This design comes from an exercise in tuning for small area on the open sky130 flow, not from production work. Only simulation tests tie the RTL to the original design; equivalence was not proved. Power and IR drop assume default switching activity.

`constraint.sdc`:
```
create_clock -name core_clock -period 160.0 [get_ports {clk}]
set_input_delay 32.0000 -clock core_clock [delete_from_list [all_inputs] [get_ports {clk}]]
set_output_delay 32.0000 -clock core_clock [all_outputs]
set_load 0.01 [all_outputs]
```
`run.sh`:
```
#!/bin/bash
# synth_recipe.tcl (not shown) runs the flow's synth.tcl, then flattens the netlist and writes it again
# the make line also repeats each setting of config.mk as NAME=value (left out here)
make -C /OpenROAD-flow-scripts/flow DESIGN_CONFIG=/design/flow/config.mk WORK_HOME=/design/flow/orfs CLKGATE_MAP_FILE= SYNTH_SCRIPT=/design/flow/synth_recipe.tcl finish
```
`design.v`:
```
module hvsync_generator(
    input clk,
    input rst,
    output vga_h_sync,
    output vga_v_sync,
    output reg inDisplayArea,
    output reg [9:0] CounterX,
    output reg [9:0] CounterY
  );
    reg vga_HS, vga_VS;
    wire CounterXmaxed = (CounterX == 800);
    wire CounterYmaxed = (CounterY == 525);
    always @(posedge clk)
    if (rst)
      CounterX <= 0;
    else if (CounterXmaxed)
      CounterX <= 0;
    else
      CounterX <= CounterX + 1;
    always @(posedge clk)
    begin
      if (rst)
        CounterY <= 0;
      else if (CounterXmaxed)
      begin
        if(CounterYmaxed)
          CounterY <= 0;
        else
          CounterY <= CounterY + 1;
      end
    end
    always @(posedge clk)
    if (rst)
    begin
      vga_HS <= 0;
      vga_VS <= 0;
    end
    else
    begin
      vga_HS <= (CounterX > (640 + 16) && (CounterX < (640 + 16 + 96)));    
      vga_VS <= (CounterY > (480 + 10) && (CounterY < (480 + 10 + 2)));    
    end
    always @(posedge clk)
    if (rst)
        inDisplayArea <= 0;
    else
    begin
        inDisplayArea <= (CounterX < 640) && (CounterY < 480); 
    end
    assign vga_h_sync = ~vga_HS;
    assign vga_v_sync = ~vga_VS;
endmodule
module AccelText(
    input clk,
    input rst,
    input inDisplayArea,
    input [9:0] CounterX,
    input [9:0] CounterY,
    input [7:0] ax,
    input [7:0] ay,
    input [7:0] az,
    output reg [2:0] pixel 
);
    localparam START_X = 100;   
    localparam START_Y = 100;   
    localparam CHAR_WIDTH = 16;
    localparam CHAR_HEIGHT = 16;
    localparam CHAR_SPACE = 4;     
    localparam LINE_GAP = 4;     
    localparam LINE0_Y = START_Y;
    localparam LINE1_Y = START_Y + CHAR_HEIGHT + LINE_GAP;
    localparam LINE2_Y = START_Y + 2*(CHAR_HEIGHT + LINE_GAP);
    localparam TOTAL_CHARS = 6;
    localparam CHAR_AREA = CHAR_WIDTH + CHAR_SPACE;
    reg [3:0] xCen, xDec, xUni;
    reg [3:0] yCen, yDec, yUni;
    reg [3:0] zCen, zDec, zUni;
    reg [7:0] ax_abs, ay_abs, az_abs;
	 reg sign_x, sign_y, sign_z;
    always @(*) begin
		  if (ax[7]) begin
            sign_x = 1;
            ax_abs = (~ax) + 1;
        end else begin
            sign_x = 0;
            ax_abs = ax;
        end
        if (ay[7]) begin
            sign_y = 1;
            ay_abs = (~ay) + 1;
        end else begin
            sign_y = 0;
            ay_abs = ay;
        end
        if (az[7]) begin
            sign_z = 1;
            az_abs = (~az) + 1;
        end else begin
            sign_z = 0;
            az_abs = az;
        end
        xUni = ax_abs%10;
        xDec = (ax_abs%100)/10;
        xCen = (ax_abs%1_000)/100;
        yUni = ay_abs%10;
        yDec = (ay_abs%100)/10;
        yCen = (ay_abs%1_000)/100;
        zUni = az_abs%10;
        zDec = (az_abs%100)/10;
        zCen = (az_abs%1_000)/100;
    end
    function [15:0] pattern_x;
        input [3:0] row;
        begin
            case(row)
                0: pattern_x = 16'b0000000000000000;
                1: pattern_x = 16'b0000000000000000;
                2: pattern_x = 16'b1100000000000011;
                3: pattern_x = 16'b0110000000000110;
                4: pattern_x = 16'b0011000000001100;
                5: pattern_x = 16'b0001100000011000;
                6: pattern_x = 16'b0000110000110000;
                7: pattern_x = 16'b0000011001100000;
                8: pattern_x = 16'b0000001111000000;
                9: pattern_x = 16'b0000001111000000;
                10: pattern_x = 16'b0000011001100000;
                11: pattern_x = 16'b0000110000110000;
                12: pattern_x = 16'b0001100000011000;
                13: pattern_x = 16'b0011000000001100;
                14: pattern_x = 16'b0110000000000110;
                15: pattern_x = 16'b1100000000000011;
                default: pattern_x = 16'b0;
            endcase
        end
    endfunction
    function [15:0] pattern_y;
        input [3:0] row;
        begin
            case(row)
                0: pattern_y = 16'b0000000000000000;
                1: pattern_y = 16'b0000000000000000;
                2: pattern_y = 16'b1100000000000011;
                3: pattern_y = 16'b0110000000000110;
                4: pattern_y = 16'b0011000000001100;
                5: pattern_y = 16'b0001100000011000;
                6: pattern_y = 16'b0000110000110000;
                7: pattern_y = 16'b0000011001100000;
                8: pattern_y = 16'b0000001111000000;
                9: pattern_y = 16'b0000000110000000;
                10: pattern_y = 16'b0000000110000000;
                11: pattern_y = 16'b0000000110000000;
                12: pattern_y = 16'b0000000110000000;
                13: pattern_y = 16'b0000000110000000;
                14: pattern_y = 16'b0000000110000000;
                15: pattern_y = 16'b0000000110000000;
                default: pattern_y = 16'b0;
            endcase
        end
    endfunction
    function [15:0] pattern_z;
        input [3:0] row;
        begin
            case(row)
                0: pattern_z = 16'b0000000000000000;
                1: pattern_z = 16'b0000000000000000;
                2: pattern_z = 16'b1111111111111111;
                3: pattern_z = 16'b0000000000001111;
                4: pattern_z = 16'b0000000000011110;
                5: pattern_z = 16'b0000000000111000;
                6: pattern_z = 16'b0000000001110000;
                7: pattern_z = 16'b0000000011100000;
                8: pattern_z = 16'b0000000111000000;
                9: pattern_z = 16'b0000001110000000;
                10: pattern_z = 16'b0000011100000000;
                11: pattern_z = 16'b0000111000000000;
                12: pattern_z = 16'b0001110000000000;
                13: pattern_z = 16'b0011100000000000;
                14: pattern_z = 16'b0111000000000000;
                15: pattern_z = 16'b1111111111111111;
                default: pattern_z = 16'b0;
            endcase
        end
    endfunction
    function [15:0] pattern_equal;
        input [3:0] row;
        begin
            case(row)
                0: pattern_equal = 16'b0000000000000000;
                1: pattern_equal = 16'b0000000000000000;
                2: pattern_equal = 16'b0000000000000000;
                3: pattern_equal = 16'b0000000000000000;
                4: pattern_equal = 16'b1111111111111111;
                5: pattern_equal = 16'b1111111111111111;
                6: pattern_equal = 16'b0000000000000000;
                7: pattern_equal = 16'b0000000000000000;
                8: pattern_equal = 16'b1111111111111111;
                9: pattern_equal = 16'b1111111111111111;
                10: pattern_equal = 16'b0000000000000000;
                11: pattern_equal = 16'b0000000000000000;
                12: pattern_equal = 16'b0000000000000000;
                13: pattern_equal = 16'b0000000000000000;
                14: pattern_equal = 16'b0000000000000000;
                15: pattern_equal = 16'b0000000000000000;
                default: pattern_equal = 16'b0;
            endcase
        end
    endfunction
    function [15:0] pattern_digit;
        input [3:0] digit;
        input [3:0] row;
        begin
            case(digit)
                4'd0: case(row)
                      0:  pattern_digit = 16'b0000111111110000;
							 1:  pattern_digit = 16'b0011000000001100;
							 2:  pattern_digit = 16'b0100000000000010;
							 3:  pattern_digit = 16'b1000000000000001;
							 4:  pattern_digit = 16'b1000000000000001;
							 5:  pattern_digit = 16'b1000000000000001;
							 6:  pattern_digit = 16'b1000000000000001;
							 7:  pattern_digit = 16'b1000000000000001;
							 8:  pattern_digit = 16'b1000000000000001;
							 9:  pattern_digit = 16'b1000000000000001;
							 10: pattern_digit = 16'b1000000000000001;
							 11: pattern_digit = 16'b0100000000000010;
							 12: pattern_digit = 16'b0011000000001100;
							 13: pattern_digit = 16'b0000111111110000;
							 14: pattern_digit = 16'b0000000000000000;
							 15: pattern_digit = 16'b0000000000000000;
                      endcase
                4'd1: case(row)
                      0:  pattern_digit = 16'b0000000110000000;
							 1:  pattern_digit = 16'b0000011110000000;
							 2:  pattern_digit = 16'b0001110110000000;
							 3:  pattern_digit = 16'b0111000110000000;
							 4:  pattern_digit = 16'b0000000110000000;
							 5:  pattern_digit = 16'b0000000110000000;
							 6:  pattern_digit = 16'b0000000110000000;
							 7:  pattern_digit = 16'b0000000110000000;
							 8:  pattern_digit = 16'b0000000110000000;
							 9:  pattern_digit = 16'b0000000110000000;
							 10: pattern_digit = 16'b0000000110000000;
							 11: pattern_digit = 16'b0000000110000000;
							 12: pattern_digit = 16'b0111111111111110;
							 13: pattern_digit = 16'b0000000000000000;
							 14: pattern_digit = 16'b0000000000000000;
							 15: pattern_digit = 16'b0000000000000000;
                      endcase
                4'd2: case(row)
                      0:  pattern_digit = 16'b0000111111110000;
							 1:  pattern_digit = 16'b0011000000001100;
							 2:  pattern_digit = 16'b0100000000000010;
							 3:  pattern_digit = 16'b0000000000000010;
							 4:  pattern_digit = 16'b0000000000000100;
							 5:  pattern_digit = 16'b0000000000011000;
							 6:  pattern_digit = 16'b0000000001100000;
							 7:  pattern_digit = 16'b0000000110000000;
							 8:  pattern_digit = 16'b0000011000000000;
							 9:  pattern_digit = 16'b000011000000000;
							 10: pattern_digit = 16'b0001100000000000;
							 11: pattern_digit = 16'b0011100000000000;
							 12: pattern_digit = 16'b0011111111111110;
							 13: pattern_digit = 16'b0000000000000000;
							 14: pattern_digit = 16'b0000000000000000;
							 15: pattern_digit = 16'b0000000000000000;
                      endcase
                4'd3: case(row)
                      0:  pattern_digit = 16'b0000111111110000;
							 1:  pattern_digit = 16'b0011000000001100;
							 2:  pattern_digit = 16'b0100000000000010;
							 3:  pattern_digit = 16'b0000000000000010;
							 4:  pattern_digit = 16'b0000000000000100;
							 5:  pattern_digit = 16'b0000000111111000;
							 6:  pattern_digit = 16'b0000000000000100;
							 7:  pattern_digit = 16'b0000000000000010;
							 8:  pattern_digit = 16'b0000000000000010;
							 9:  pattern_digit = 16'b0100000000000010;
							 10: pattern_digit = 16'b0011000000000100;
							 11: pattern_digit = 16'b0001000000001000;
							 12: pattern_digit = 16'b0000111111110000;
							 13: pattern_digit = 16'b0000000000000000;
							 14: pattern_digit = 16'b0000000000000000;
							 15: pattern_digit = 16'b0000000000000000;
                      endcase
					  4'd4: case(row)
							 0:  pattern_digit = 16'b0000000001100000;
							 1:  pattern_digit = 16'b0000000011100000;
							 2:  pattern_digit = 16'b0000000111100000;
							 3:  pattern_digit = 16'b0000001101100000;
							 4:  pattern_digit = 16'b0000011001100000;
							 5:  pattern_digit = 16'b0000110001100000;
							 6:  pattern_digit = 16'b0001100001100000;
							 7:  pattern_digit = 16'b0011000001100000;
							 8:  pattern_digit = 16'b0111111111111110;
							 9:  pattern_digit = 16'b0000000001100000;
							 10: pattern_digit = 16'b0000000001100000;
							 11: pattern_digit = 16'b0000000001100000;
							 12: pattern_digit = 16'b0000000001100000;
							 13: pattern_digit = 16'b0000000000000000;
							 14: pattern_digit = 16'b0000000000000000;
							 15: pattern_digit = 16'b0000000000000000;
						    endcase
					  4'd5: case(row)
							 0:  pattern_digit = 16'b0111111111111100;
							 1:  pattern_digit = 16'b0110000000000000;
							 2:  pattern_digit = 16'b0110000000000000;
							 3:  pattern_digit = 16'b0110000000000000;
							 4:  pattern_digit = 16'b0110111111100000;
							 5:  pattern_digit = 16'b0111000000110000;
							 6:  pattern_digit = 16'b0000000000011000;
							 7:  pattern_digit = 16'b0000000000001100;
							 8:  pattern_digit = 16'b0000000000001100;
							 9:  pattern_digit = 16'b0110000000001100;
							 10: pattern_digit = 16'b0011000000011000;
							 11: pattern_digit = 16'b0001110001110000;
							 12: pattern_digit = 16'b0000011111000000;
							 13: pattern_digit = 16'b0000000000000000;
							 14: pattern_digit = 16'b0000000000000000;
							 15: pattern_digit = 16'b0000000000000000;
						    endcase
					  4'd6: case(row)
							 0:  pattern_digit = 16'b0000011111110000;
							 1:  pattern_digit = 16'b0001100000001100;
							 2:  pattern_digit = 16'b0011000000000000;
							 3:  pattern_digit = 16'b0110000000000000;
							 4:  pattern_digit = 16'b0110000000000000;
							 5:  pattern_digit = 16'b1100111111100000;
							 6:  pattern_digit = 16'b1101000000110000;
							 7:  pattern_digit = 16'b1100000000011000;
							 8:  pattern_digit = 16'b1100000000001100;
							 9:  pattern_digit = 16'b1100000000001100;
							 10: pattern_digit = 16'b0110000000001100;
							 11: pattern_digit = 16'b0011110001111000;
							 12: pattern_digit = 16'b0000011111000000;
							 13: pattern_digit = 16'b0000000000000000;
							 14: pattern_digit = 16'b0000000000000000;
							 15: pattern_digit = 16'b0000000000000000;
						    endcase
					  4'd7: case(row)
							 0:  pattern_digit = 16'b0111111111111110;
							 1:  pattern_digit = 16'b0000000000000110;
							 2:  pattern_digit = 16'b0000000000001100;
							 3:  pattern_digit = 16'b0000000000011000;
							 4:  pattern_digit = 16'b0000000000110000;
							 5:  pattern_digit = 16'b0000000001100000;
							 6:  pattern_digit = 16'b0000000011000000;
							 7:  pattern_digit = 16'b0000000110000000;
							 8:  pattern_digit = 16'b0000001100000000;
							 9:  pattern_digit = 16'b0000011000000000;
							 10: pattern_digit = 16'b0000110000000000;
							 11: pattern_digit = 16'b0001100000000000;
							 12: pattern_digit = 16'b0011000000000000;
							 13: pattern_digit = 16'b0000000000000000;
							 14: pattern_digit = 16'b0000000000000000;
							 15: pattern_digit = 16'b0000000000000000;
						    endcase
					  4'd8: case(row)
							 0:  pattern_digit = 16'b0000111111110000;
							 1:  pattern_digit = 16'b0011000000001100;
							 2:  pattern_digit = 16'b0100000000000010;
							 3:  pattern_digit = 16'b0100000000000010;
							 4:  pattern_digit = 16'b0100000000000010;
							 5:  pattern_digit = 16'b0011000000001100;
							 6:  pattern_digit = 16'b0000111111110000;
							 7:  pattern_digit = 16'b0011000000001100;
							 8:  pattern_digit = 16'b0100000000000010;
							 9:  pattern_digit = 16'b0100000000000010;
							 10: pattern_digit = 16'b0100000000000010;
							 11: pattern_digit = 16'b0011000000001100;
							 12: pattern_digit = 16'b0000111111110000;
							 13: pattern_digit = 16'b0000000000000000;
							 14: pattern_digit = 16'b0000000000000000;
							 15: pattern_digit = 16'b0000000000000000;
						    endcase
					  4'd9: case(row)
							 0:  pattern_digit = 16'b0000111111110000;
							 1:  pattern_digit = 16'b0011000000001100;
							 2:  pattern_digit = 16'b0100000000000010;
							 3:  pattern_digit = 16'b0100000000000010;
							 4:  pattern_digit = 16'b0100000000000010;
							 5:  pattern_digit = 16'b0011000000001110;
							 6:  pattern_digit = 16'b0000111111111110;
							 7:  pattern_digit = 16'b0000000000000010;
							 8:  pattern_digit = 16'b0000000000000010;
							 9:  pattern_digit = 16'b0000000000000010;
							 10: pattern_digit = 16'b0010000000000110;
							 11: pattern_digit = 16'b0001100000001100;
							 12: pattern_digit = 16'b0000011111110000;
							 13: pattern_digit = 16'b0000000000000000;
							 14: pattern_digit = 16'b0000000000000000;
							 15: pattern_digit = 16'b0000000000000000;
						    endcase
                default: pattern_digit = 8'b0;
            endcase
        end
    endfunction
    function [15:0] pattern_sign;
        input sign;  
        input [3:0] row;
        begin
            if (sign) begin
                if (row == 7)
                    pattern_sign = 16'b0000001111110000;
                else
                    pattern_sign = 16'b0000000000000000;
            end else begin
                pattern_sign = 16'b0000000000000000;
            end
        end
    endfunction
    always @(posedge clk) begin
        if (rst)
            pixel <= 3'b000;
        else if (inDisplayArea) begin
            pixel <= 3'b000;
            if (CounterY >= LINE0_Y && CounterY < LINE0_Y + CHAR_HEIGHT) begin
                if (CounterX >= START_X && CounterX < START_X + TOTAL_CHARS*CHAR_AREA - CHAR_SPACE) begin
                    integer char_index, col;
                    char_index = (CounterX - START_X) / CHAR_AREA;
                    col = (CounterX - START_X) % CHAR_AREA;
                    if (col < CHAR_WIDTH) begin
                        reg [15:0] pattern;
                        case(char_index)
                            0: pattern = pattern_x(CounterY - LINE0_Y);
                            1: pattern = pattern_equal(CounterY - LINE0_Y);
                            2: pattern = pattern_sign(sign_x, CounterY - LINE0_Y);
                            3: pattern = pattern_digit(xCen, CounterY - LINE0_Y);
                            4: pattern = pattern_digit(xDec, CounterY - LINE0_Y);
                            5: pattern = pattern_digit(xUni, CounterY - LINE0_Y);
                            default: pattern = 16'b0;
                        endcase
                        if (pattern[15 - col])
                            pixel <= 3'b101; 
                        else
                            pixel <= 3'b000;
                    end else
                        pixel <= 3'b000;
                end else
                    pixel <= 3'b000;
            end
            else if (CounterY >= LINE1_Y && CounterY < LINE1_Y + CHAR_HEIGHT) begin
                if (CounterX >= START_X && CounterX < START_X + TOTAL_CHARS*CHAR_AREA - CHAR_SPACE) begin
                    integer char_index, col;
                    char_index = (CounterX - START_X) / CHAR_AREA;
                    col = (CounterX - START_X) % CHAR_AREA;
                    if (col < CHAR_WIDTH) begin
                        reg [15:0] pattern;
                        case(char_index)
                            0: pattern = pattern_y(CounterY - LINE1_Y);
                            1: pattern = pattern_equal(CounterY - LINE1_Y);
                            2: pattern = pattern_sign(sign_y, CounterY - LINE1_Y);
                            3: pattern = pattern_digit(yCen, CounterY - LINE1_Y);
                            4: pattern = pattern_digit(yDec, CounterY - LINE1_Y);
                            5: pattern = pattern_digit(yUni, CounterY - LINE1_Y);
                            default: pattern = 16'b0;
                        endcase
                        if (pattern[15 - col])
                            pixel <= 3'b101;
                        else
                            pixel <= 3'b000;
                    end else
                        pixel <= 3'b000;
                end else
                    pixel <= 3'b000;
            end
            else if (CounterY >= LINE2_Y && CounterY < LINE2_Y + CHAR_HEIGHT) begin
                if (CounterX >= START_X && CounterX < START_X + TOTAL_CHARS*CHAR_AREA - CHAR_SPACE) begin
                    integer char_index, col;
                    char_index = (CounterX - START_X) / CHAR_AREA;
                    col = (CounterX - START_X) % CHAR_AREA;
                    if (col < CHAR_WIDTH) begin
                        reg [15:0] pattern;
                        case(char_index)
                            0: pattern = pattern_z(CounterY - LINE2_Y);
                            1: pattern = pattern_equal(CounterY - LINE2_Y);
                            2: pattern = pattern_sign(sign_z, CounterY - LINE2_Y);
                            3: pattern = pattern_digit(zCen, CounterY - LINE2_Y);
                            4: pattern = pattern_digit(zDec, CounterY - LINE2_Y);
                            5: pattern = pattern_digit(zUni, CounterY - LINE2_Y);
                            default: pattern = 16'b0;
                        endcase
                        if (pattern[15 - col])
                            pixel <= 3'b101;
                        else
                            pixel <= 3'b000;
                    end else
                        pixel <= 3'b000;
                end else
                    pixel <= 3'b000;
            end else
                pixel <= 3'b000;
        end else
            pixel <= 3'b000;
    end
endmodule
module VGA(
    input clk,
    input rst,
    input [7:0] ax, 
    input [7:0] ay, 
    input [7:0] az, 
    output [2:0] pixel,
    output hsync_out,
    output vsync_out
);
    wire inDisplayArea;
    wire [9:0] CounterX, CounterY;
    hvsync_generator hvsync (
        .clk(clk),
        .rst(rst),
        .vga_h_sync(hsync_out),
        .vga_v_sync(vsync_out),
        .CounterX(CounterX),
        .CounterY(CounterY),
        .inDisplayArea(inDisplayArea)
    );
	AccelText accel_text_inst (
		.clk(clk),
        .rst(rst),
		.inDisplayArea(inDisplayArea),
		.CounterX(CounterX),
		.CounterY(CounterY),
		.ax(ax),
		.ay(ay),
		.az(az),
		.pixel(pixel)
	);
endmodule
```
`config.mk`:
```
export PLATFORM = sky130hd
export DESIGN_NAME = VGA
export DESIGN_NICKNAME = VGA
export VERILOG_FILES = /design/flow/design.v
export SDC_FILE = /design/flow/constraint.sdc
export NUM_CORES = 4
export LEC_CHECK = 0
export CAP_MARGIN = 20
export CORE_MARGIN = 2
export CORE_UTILIZATION = 40
export PLACE_DENSITY = 0.6
export SLEW_MARGIN = 20
```
==> run summary <==
==> layout make-up <==
cell class / instances / area share (%)
Clock buffer: 3 / 0.3947
Timing Repair Buffer: 107 / 4.552
Sequential cell: 24 / 2.552
Inverter: 78 / 1.546
Clock inverter: 1 / 0.1579
Tap cell: 592 / 3.894
Multi-Input combinational cell: 2644 / 86.90
==> Yosys cell counts, types with 44 or more instances <==
cell type  instances  share of area (%)
a31oi_1           57                2.0
o211ai_1          58                2.4
nor2_1           350                7.3
o22ai_1           52                1.8
o21ai_0          220                6.1
clkbuf_1         143                3.0
a211oi_1          50                2.1
nor3_1           118                3.3
nand2_1          348                7.2
ha_1              60                4.1
buf_2             44                1.2
inv_1             67                1.4
a21oi_1          286                7.9
nand3_1          113                3.1
==> power groups by stage <==
stage / sequential [mW] / clock [mW] / combinational (mW)
2_1_floorplan: 0.00624 / 0 / 0.0621
3_3_place_gp: 0.00619 / 0 / 0.0875
3_5_place_dp: 0.00620 / 0 / 0.0875
4_1_cts: 0.00606 / 0.00754 / 0.0879
5_1_grt: 0.00606 / 0.00780 / 0.0971
6_report: 0.00606 / 0.00748 / 0.0927
==> layer usage <==
metal	global-route usage, %	vias to the layer above
met5	0	-
met4	25.07	2
met3	9.769	541
met2	62.67	2312
met1	56.96	12210
li1	-	11180
==> flip-flops by register name, summed over array words and instances (netlist names) <==
signal,count
hvsync.vga_VS,1
hvsync.CounterX,10
hvsync.vga_HS,1
hvsync.CounterY,10
accel_text_inst.pixel,1
hvsync.inDisplayArea,1
==> final timing paths <==
| kind | slack, ns | cells past startpoint | end | startpoint |
|---|---|---|---|---|
| worst max-delay path | 118.35 | 36 | accel_text_inst.pixel[0]$_SDFF_PP0_ | ay[0] |
| worst min-delay path | 0.56 | 2 | hvsync.CounterY[9]$_SDFFE_PP0P_ | hvsync.CounterY[9]$_SDFFE_PP0P_ |
| worst max register to register | 152.10 | 23 | accel_text_inst.pixel[0]$_SDFF_PP0_ | hvsync.CounterX[3]$_SDFF_PP0_ |
| worst min register to register | 0.56 | 2 | hvsync.CounterY[9]$_SDFFE_PP0P_ | hvsync.CounterY[9]$_SDFFE_PP0P_ |
==> worst min-delay path: cells and delay by family, from the launching register on <==
kind               cells  cell delay [ns]
DFF                    1             0.36
AOI/OAI and AO/OA      2             0.15
==> logic make-up after synthesis <==
logic type	count (synthesis)
compound gates	1222
flops	24
mux	51
fa+ha+maj	60
other cells	2
buf+inv	295
xor+xnor	52
simple gates	1250
==> flow_metrics.tcl <==
set metrics [dict create \
    finalMaxSlewViolations 0 \
    grt_pass1_wl_um 155200 \
    dr_wl_met2_um 42840 \
    synth_edf_count 0 \
    rsz0062_at_grt "false" \
    routed_via_density 7.609 \
    cts_buffer_depth 2 \
    place_inst 3445 \
    grt_overflow_total 0 \
    cts_setup_buffers 0 \
    holdWs_ns 0.5603 \
    clkLatencyLatePin_ns 0.27 \
    period_share_pct 26.03 \
    p_int_uw 40.11 \
    cap_violations 0 \
    seqPwrFrac_pct 5.7 \
    antenna_cells 0 \
    synthArstFlopShare_pct 0 \
    crit_slowest_cell "a2111oi_0" \
    setup_slack_ns 118.35 \
    first_pass_iters 7 \
    ir_drop_mv 0.01042 \
    tightestPinTransition_ns 1.226 \
    wl_um 105500 \
    synth_cells 2956 \
    hold_path.class "reg -> reg" \
    start_util_pct 40.76 \
    clk_pin_slew_worst_paths_ns 0.07 \
    syn_to_final_growth_pct 5.052 \
    die_x_um 216.8 \
    fillers 4771 \
    synthFlopType "dfxtp_1" \
    drive_above_1_share_pct 8.365 \
    status "timing/DRC/antenna clean" \
    synth_compound_area_share_pct 47.01 \
    ys_seq_area_share_pct 2.654 \
    ys_seq_elements 24 \
    top_layer "met5" \
    fin_area_sq_um 19020 \
    die_h_um 216.8 \
    synth_simple_gate_area_share_pct 33.62 \
    nNetsFinal 2944 \
    wl_per_cell_um 30.58 \
    skew_ns 0.005262 \
    grt_start_max_net_pins 57 \
    place_congestion 1.116 \
    grt.total_usage_pct 42.73 \
    p_total_uw 106.2 \
    place_ws_ns 118.38 \
    wl_met1_um 40920 \
    relSlewSlack_pct 18.28 \
    coreArea_sq_um 44410 \
    required_ns 160.15 \
    ios 31 \
    cp_top_family "compound AO/OA/AOI/OAI gates" \
    p_clk_share_pct 7.0 \
    antenna_left 0 \
    synth_top_family_by_area "compound AO/OA/AOI/OAI gates" \
    hold_violations 0 \
    numCtsBuffers 3 \
    tns_ns 0 \
    final_util_pct 42.82 \
    ctsHoldBuffers 0 \
    cpMostUsedCell "ha_1" \
    remaining_drc_errors 0 \
    mostFrequentLayoutCell "nand2_1" \
    drtIter0Drc 5094 \
    synth_fa_ha_area_share_pct 4.147 \
    syn_avg_cell_area_sq_um 6.125 \
    cts_sinks 24 \
    p_comb_share_pct 87.3 \
    period_minus_slack_ns 41.65 \
    critPathKind "in -> reg" \
    num_vias 26240 \
    p_per_area_nw_per_um2 5.585 \
    wl_met3_um 13910 \
    p_switching_uw 66.10 \
    yosys.cell_types.count 135 \
    rows 77 \
    multi_input_area_sq_um 16530 \
    crit_buf_inv 7 \
    placed_cell_area_sq_um 18890 \
    cts_tree "done" \
    dieArea_sq_um 46980 \
    synthXorXnorAreaFrac_pct 2.674 \
    synthMuxAreaShare_pct 3.269 \
    htree_levels 1 \
    cts_resized 0 \
    syn_area_sq_um 18100 \
    cpPeakStageDelay_ns 0.81 \
    yosysWarnings 2 \
    register_area_sq_um 485.5 \
    p_leak_nw 6.543 \
    root_buffer "clkbuf_16" \
    port_buffers 29 \
    grt_pass1_vias 23840 \
    layout_common_cells "348 x nand2_1, 347 x nor2_1, 285 x a21oi_1" \
    fin_cells 3449 \
    crit_fanout 56 \
    fmax_mhz 24.01 \
    grt_antenna_before_repair 2 \
    dp_hpwl_um 78230 \
    critPathLaunchType "input pin" \
    finalSetupViolations 0 \
    timing.critical_path.to_type "register" \
    crit_arrival_ns 41.79 \
    p_sw_share_pct 62.23 \
]

[port drivers added, routing unchanged]
Ports are ideal in the flow. The routed layout listed here was re-timed in OpenROAD. Step 1 assumes that a clkbuf_16 drives the clock port and a buf_2 every other input. Step 2 moves the port delays by t, midway between the first and last clock arrival at a register: inputs arrive t later, outputs are due t later. That takes back most of the time a late clock gives input paths. a / b / c = no drivers / after step 1 / after step 2; a / b = the first two.
t (ns): 0.306
setup slack, ns: 118.353 / 118.369 / 118.063
clock arrival spread, ns: 0.005 / 0.005
cell pins on the clock port's net: 1
After both steps this run still meets setup and hold. For this run, drivers alone change the setup slack by +0.016 ns; drivers and shift together by -0.290 ns.
